Context: an optimization exercise on an open-source flow, tuned for small area and a short achievable clock period. The choices shown serve that exercise and are no tape-out recipe.
Only simulation tests tie the RTL to the original design; equivalence was not proved.
No activity file was given, so power comes from the tool's default toggle rates.

run A:
==> flow/design.v <==
`timescale 1ps/1ps
module sobel_mod (
    input clk,
    input rst,
    input [7:0] cam_red_i,
    input [7:0] cam_green_i,
    input [7:0] cam_blue_i,
    input cam_done_i,
    output [7:0] sobel_red_o,
    output [7:0] sobel_green_o,
    output [7:0] sobel_blue_o,
    output sobel_done_o
);
localparam THRESHOLD = 60;
reg  [6:0]  ga;       
reg  [7:0]  gb;       
reg  [4:0]  gc;       
reg         iv;       
reg  [13:0] cnt;      
reg         armed;    
reg         r1I;      
always @(posedge clk) begin
    ga <= {2'b00, cam_red_i[7:2]} + {4'b0000, cam_red_i[7:5]};
    gb <= {1'b0, cam_green_i[7:1]} + {4'b0000, cam_green_i[7:4]};
    gc <= {1'b0, cam_blue_i[7:4]} + {2'b00, cam_blue_i[7:5]};
    iv <= ~rst & cam_done_i;
    cnt <= iv ? cnt + 14'd1 : 14'd0;
    r1I <= iv & (((cnt[13:7] == 7'd1) & (cnt[6:0] != 7'd127)) |
                 ((cnt[13:7] == 7'd0) & (cnt[6:0] == 7'd127)));
    armed <= ~rst & (armed | (iv & (cnt == 14'd129)));
end
reg  [7:0]  g0;       
reg         r0G;      
reg         r1G;      
reg         c0G;      
reg         goG;      
always @(posedge clk) begin
    g0  <= {1'b0, ga} + gb + {3'b000, gc};
    r0G <= (cnt[13:7] == 7'd0);
    r1G <= r1I;
    c0G <= (cnt[6:0] == 7'd0);
end
always @(posedge clk) begin
    if (rst) goG <= 1'b0;
    else     goG <= iv & (armed | (cnt == 14'd129));
end
reg [2047:0] line;
always @(posedge clk)
    line <= {line[2039:0], g0};
wire [7:0] mid = line[127*8 +: 8];   
wire [7:0] top = line[255*8 +: 8];   
wire [7:0] topn = line[254*8 +: 8];
wire [7:0] midn = line[126*8 +: 8];
reg  [9:0] pt;
always @(posedge clk)
    pt <= {2'b00, r1I ? 8'd0 : topn} + {1'b0, midn, 1'b0};
wire [7:0] top_m = r1G ? 8'd0 : top;
wire [7:0] bot_m = r0G ? 8'd0 : g0;
reg  [9:0] vB;    
reg  [8:0] dyB;   
reg        c0B;   
reg        go1;
always @(posedge clk) begin
    vB  <= pt + {2'b00, bot_m};
    dyB <= {1'b0, top_m} - {1'b0, bot_m};
    c0B <= c0G;
end
reg  [9:0]  vD;    
reg  [9:0]  vL;    
reg  [8:0]  dyD;   
reg  [10:0] P;     
reg  [10:0] gxr;   
reg  [10:0] gyr;   
reg         go2;
wire [9:0] vR  = c0B ? 10'd0 : vB;
wire [8:0] dyR = c0B ? 9'd0  : dyB;
always @(posedge clk) begin
    vD  <= vB;
    vL  <= c0B ? 10'd0 : vD;
    dyD <= dyB;
    P   <= (c0B ? 11'd0 : {{2{dyD[8]}}, dyD}) + {dyB[8], dyB, 1'b0};
    gxr <= {1'b0, vL} - {1'b0, vR};
    gyr <= P + {{2{dyR[8]}}, dyR};
end
reg [9:0] s1;      
reg       sx1;     
reg       go3;
wire       sx  = gxr[10];
wire       sy  = gyr[10];
wire [9:0] gxi = gxr[9:0] ^ {10{sx}};
wire [9:0] gyi = gyr[9:0] ^ {10{sy}};
wire [10:0] ssum = {gxi, 1'b1} + {gyi, sy};
always @(posedge clk) begin
    s1  <= ssum[10:1];
    sx1 <= sx;
end
wire [9:0] s = s1 + {9'd0, sx1};    
reg [7:0] outp;
reg       go4;
always @(posedge clk)
    outp <= (s >= THRESHOLD) ? 8'd255 : s[7:0];
always @(posedge clk) begin
    if (rst) begin
        go1 <= 1'b0;
        go2 <= 1'b0;
        go3 <= 1'b0;
        go4 <= 1'b0;
    end else begin
        go1 <= goG;
        go2 <= go1;
        go3 <= go2;
        go4 <= go3;
    end
end
assign sobel_red_o   = outp;
assign sobel_green_o = outp;
assign sobel_blue_o  = outp;
assign sobel_done_o  = go4;
endmodule
export LEC_CHECK = 0
export CAP_MARGIN = 20
export CORE_MARGIN = 2
export CORE_UTILIZATION = 60
export CTS_CLUSTER_DIAMETER = 60
export CTS_CLUSTER_SIZE = 30
export SETUP_SLACK_MARGIN = 3.0
export SLEW_MARGIN = 20
create_clock -name core_clock -period 5.0 [get_ports {clk}]
standard.sh (not shown) runs the stock make flow with config.mk's settings and CLKGATE_MAP_FILE= SYNTH_SCRIPT=/design/flow/synth_recipe.tcl, a recipe that flattens the netlist after the stock synthesis.
==> flow/flow/run.sh <==
#!/bin/bash
# The standard layout (the standard.sh), with clock tree synthesis told
# to cluster up to 34 sinks per leaf buffer and to add no dummy loads.
set -euo pipefail
export CTS_ARGS="-sink_clustering_enable -repair_clock_nets -sink_clustering_size 34 -sink_clustering_max_diameter 60 -dont_use_dummy_load"
bash standard.sh > standard_flow.log 2>&1
The inputs of run B differ from those of run A as listed below.
==> flow/run.sh (new file) <==
#!/bin/bash
# synth_recipe.tcl (not shown) runs the flow's synth.tcl, then flattens the netlist and writes it again
# the make line also repeats each setting of config.mk as NAME=value (left out here)
make -C /OpenROAD-flow-scripts/flow DESIGN_CONFIG=/design/flow/config.mk WORK_HOME=/design/flow/orfs CLKGATE_MAP_FILE= SYNTH_SCRIPT=/design/flow/synth_recipe.tcl finish
removed: flow/flow/run.sh
removed: flow/standard.sh
==> comparison <==
Looking only at area growth from synthesis to layout, and setting everything else aside, the higher value of run B and run A goes to run B.
Run A → run B: worst setup slack fell by 0.016 ns, number of gates given a new drive strength after cts fell by 5.
Diff run A -> run B: maximum frequency saw a decrease; internal power summed over all cells rose about 3.5%; hold slack up 0.087 ns.
Run B vs run A, instance count: run B higher
Re non-clock buffer count: run B is 4 up on run A.
Comparing run B and run A, total length of routed wires is lower on run A.
On run B: clock skew after layout is 0.073 ns lower than what run A gave.
Density: run B denser than run A
## Diff of input files: run C against run B
- setting ABC_AREA to 1 for the first time
- changing SETUP_SLACK_MARGIN from 3.0 to 2.88
- removing CTS_CLUSTER_SIZE (formerly 30)
- removing CTS_CLUSTER_DIAMETER (formerly 60)
==> flow/flow/run.sh (new file) <==
#!/bin/bash
# The standard layout (the standard.sh), with clock tree synthesis told
# to cluster up to 34 sinks per leaf buffer and to add no dummy loads.
set -euo pipefail
export CTS_ARGS="-sink_clustering_enable -repair_clock_nets -sink_clustering_size 34 -sink_clustering_max_diameter 60 -dont_use_dummy_load"
bash standard.sh > standard_flow.log 2>&1
==> flow/standard.sh (new file) <==
#!/bin/bash
# synth_recipe.tcl (not shown) runs the flow's synth.tcl, then flattens the netlist and writes it again
# the make line also repeats each setting of config.mk as NAME=value (left out here)
make -C /OpenROAD-flow-scripts/flow DESIGN_CONFIG=/design/flow/config.mk WORK_HOME=/design/flow/orfs CLKGATE_MAP_FILE= SYNTH_SCRIPT=/design/flow/synth_recipe.tcl "${@:-finish}"
removed: flow/run.sh
Compared with run B, run C shows routed metal-1 wire length higher by 2.2%. met1 as the most congested layer reported by global routing was reported by run B, and met2 by run C. Total via count in the routed design (run C vs. run B) increases by a few percent. Diff run B -> run C | total wire length after detailed routing | up by a few percent. Run C ends up with a share of final-layout standard cells stronger than drive strength 1 that is 6.6 points lower than in run B. Relative to run B, global-route wire length before repair increased by about 5% in run C. Compared with run B, in run C post-synthesis cell area increased by about 0.75% relative to the old numbers; part of the power in combinational logic higher; maximum VDD drop decreased about 4.5%.

-- static timing again, ports no longer ideal --
How much do the figures lean on ideal ports? The routed layouts below were timed once more, with nothing changed but the port constraints. Step 1, drivers: a clkbuf_16 drives clk and a buf_2 each remaining input, both assumed. Step 2 moves the port delays by t, midway between the first and last clock arrival at a register: inputs arrive t later, outputs are due t later. That takes back most of the time a late clock gives input paths. Slacks: ideal / step 1 / step 2; pairs: ideal / step 1.
run	t, ns	setup slack, ns	worst register clock-pin slew, ns
run A	0.680	2.866 / 2.855 / 2.387	0.11 / 0.11
run B	0.719	2.851 / 2.792 / 2.391	0.10 / 0.10
run C	0.703	2.847 / 2.787 / 2.300	0.11 / 0.11
After both steps setup and hold are still met in every run listed. The setup slack of run C, which loses most, moves by -0.060 ns with the drivers and by -0.547 ns with both steps.
